From an optimization exercise on the open Yosys and OpenROAD flow, aimed at small area, a short achievable clock period and few clock cycles; shortcuts taken in it are not production practice.
Where RTL was checked, it was by simulation tests only, not by an equivalence proof against the original.

== the baseline ==
// LASER
module LASER (
    input CLK,
    input RST,
    input  [3:0] X,
    input  [3:0] Y,
    output [3:0] C1X,
    output [3:0] C1Y,
    output [3:0] C2X,
    output [3:0] C2Y,
    output reg DONE
);
reg        scan;           
reg  [5:0] cnt;            
reg  [3:0] ph;             
reg  [3:0] icnt;           
reg        isid;           
reg  [3:0] r0;             
reg  [7:0] Fm;             
reg        pv;             
reg        role;           
reg  [7:0] A;              
reg  [7:0] F;              
wire       read_last = ~scan & (cnt == 6'd40);    
reg  [5:0] best_val;
reg  [7:0] best_pos;
reg  [5:0] mcur;           
reg        eqA;            
wire       stop;           
wire       flush  = RST | stop;
reg        RSTr;           
wire       clr    = RSTr | DONE;   
reg  [15:0] B [0:15];
reg  [3:0]  Xr, Yr;        
reg         pt;            
wire [3:0]  yrow = Yr - ph - 4'd1;     
integer i;
always @(posedge CLK) begin
    RSTr <= RST;
    Xr <= X;
    Yr <= Y;
    pt <= ~RST & ~scan & (cnt != 6'd40);
    for (i = 0; i < 16; i = i + 1) begin
  ...
Size in the first run: roughly 3800 cells after synthesis, ~670 flip-flops, ~27 I/O pins, about 37000 sq um of cells after synthesis.
==> flow/config.mk <==
export PLATFORM = sky130hd
export DESIGN_NAME = LASER
export DESIGN_NICKNAME = LASER
export VERILOG_FILES = /design/flow/design.v
export SDC_FILE = /design/flow/constraint.sdc
export NUM_CORES = 4
export LEC_CHECK = 0
export CAP_MARGIN = 20
export CORE_MARGIN = 2
export CORE_UTILIZATION = 40
export SLEW_MARGIN = 20
export SETUP_SLACK_MARGIN = 7
==> flow/constraint.sdc <==
create_clock -name core_clock -period 11.0 [get_ports {CLK}]
set_input_delay 2.2000 -clock core_clock [delete_from_list [all_inputs] [get_ports {CLK}]]
set_output_delay 2.2000 -clock core_clock [all_outputs]
set_load 0.01 [all_outputs]
standard.sh (not shown) runs the stock make flow with config.mk's settings and CLKGATE_MAP_FILE= SYNTH_SCRIPT=/design/flow/synth_recipe.tcl, a recipe that flattens the netlist after the stock synthesis.
==> flow/flow/run.sh <==
#!/bin/bash
set -e
cp standard.sh standard.sh.log.txt 2>/dev/null || true
sed -i 's/^export SETUP_SLACK_MARGIN.*$//' config.mk
echo "export SETUP_SLACK_MARGIN = ${MARGIN:-7}" >> config.mk
bash standard.sh > standard.log 2>&1
### the baseline -> the candidate
--- a/flow/design.v
+++ b/flow/design.v
@@ -222,41 +222,30 @@
 function [9:0] pick;           
     input [9:0] a, b;
     pick = gt6(b[9:4], a[9:4]) ? b : a;
 endfunction
 reg [5:0] gv_r [0:1];
 reg [2:0] gi_r [0:1];
 reg [3:0] row3;
 reg       wr3;
 genvar gg;
 generate
 for (gg = 0; gg < 2; gg = gg + 1) begin : g_half
-    reg [7:0] alive, hit;
-    reg [5:0] mx;
-    reg [2:0] ix;
-    integer bb, kk;
-    always @(*) begin
-        alive = 8'hff;
-        for (bb = 5; bb >= 0; bb = bb - 1) begin
-            for (kk = 0; kk < 8; kk = kk + 1)
-                hit[kk] = alive[kk] & cov_r[8*gg + kk][bb];
-            mx[bb] = |hit;
-            if (|hit) alive = hit;
-        end
-        ix = 3'd0;
-        for (kk = 7; kk >= 0; kk = kk - 1)
-            if (alive[kk]) ix = kk[2:0];
-    end
+    wire [9:0] p0 = pick({cov_r[8*gg],     4'd0}, {cov_r[8*gg + 1], 4'd1});
+    wire [9:0] p1 = pick({cov_r[8*gg + 2], 4'd2}, {cov_r[8*gg + 3], 4'd3});
+    wire [9:0] p2 = pick({cov_r[8*gg + 4], 4'd4}, {cov_r[8*gg + 5], 4'd5});
+    wire [9:0] p3 = pick({cov_r[8*gg + 6], 4'd6}, {cov_r[8*gg + 7], 4'd7});
+    wire [9:0] p  = pick(pick(p0, p1), pick(p2, p3));
     always @(posedge CLK) begin
-        gv_r[gg] <= mx;
-        gi_r[gg] <= ix;
+        gv_r[gg] <= p[9:4];
+        gi_r[gg] <= p[2:0];
     end
 end
 endgenerate
 reg       v3, sid3, fst3, lst3;
 wire [7:0] Ac = (v3 & lst3) ? F : A;
 always @(posedge CLK) begin
     row3 <= row2;
     v3   <= v2 & ~flush & ~(restart & (sid2 == isid));
     sid3 <= sid2; fst3 <= fst2; lst3 <= lst2; wr3 <= wr2;
     if (v2 && row2 == Ac[7:4])
         mcur <= cov_r[Ac[3:0]];
@@ -343,26 +332,16 @@
     if (~scan) begin
         A <= 8'd0; F <= 8'd0; role <= 1'b0; pv <= 1'b0;
     end else begin
         if (v3 & lst3) begin
             pv    <= pv | ~eqA_n;
             F     <= best_pos_n;
             A     <= F;
             role  <= ~role;
         end
     end
 end
-reg [7:0] C1r, C2r;
-always @(posedge CLK) begin
-    if (~scan) begin
-        C1r <= 8'd0;
-        C2r <= 8'd0;
-    end else if (v3 & lst3) begin
-        if (role) C2r <= best_pos_n;
-        else      C1r <= best_pos_n;
-    end
-end
-assign C1X = C1r[3:0];
-assign C1Y = C1r[7:4];
-assign C2X = C2r[3:0];
-assign C2Y = C2r[7:4];
+assign C1X = role ? F[3:0] : A[3:0];
+assign C1Y = role ? F[7:4] : A[7:4];
+assign C2X = role ? A[3:0] : F[3:0];
+assign C2Y = role ? A[7:4] : F[7:4];
 endmodule
==> comparison <==
The baseline ended up with fewer cell instances than the candidate did. Looking at pin count of the biggest net entering global routing, the candidate sits about 15% above the baseline. Mean instance size in the synthesized netlist ends up lower on the candidate. Diff the baseline and the candidate: sequential element share of the synthesized area higher in the baseline. The baseline → the candidate: worst hold slack across all endpoints was more or less identical, layout sequential cell count saw a decrease, final cycle utilization of the critical path saw a decrease.
Testbench counts of the candidate, summed over its fixed seeds: cycles 11,952.
The RTL of the baseline was laid out without a check of its function.

what the ideal ports hide:
Ports are ideal in the flow. The routed layouts listed here were re-timed in OpenROAD.
Step 1 assumes that a clkbuf_16 drives the clock port and a buf_2 every other input.
Step 2 moves the port delays by t, midway between the first and last clock arrival at a register: inputs arrive t later, outputs are due t later. That takes back most of the time a late clock gives input paths.
Slacks: ideal ports / drivers / drivers and shift; pairs: ideal ports / drivers.
| run | shift t [ns] | setup slack, ns | latest minus earliest clock arrival (ns) | worst data-port slew with drivers (ns) |
|---|---|---|---|---|
| the baseline | 0.693 | 6.205 / 6.205 / 6.205 | 0.034 / 0.033 | 0.03 |
| the candidate | 0.682 | 7.017 / 7.010 / 7.017 | 0.035 / 0.034 | 0.03 |
After both steps every run listed still meets setup and hold.
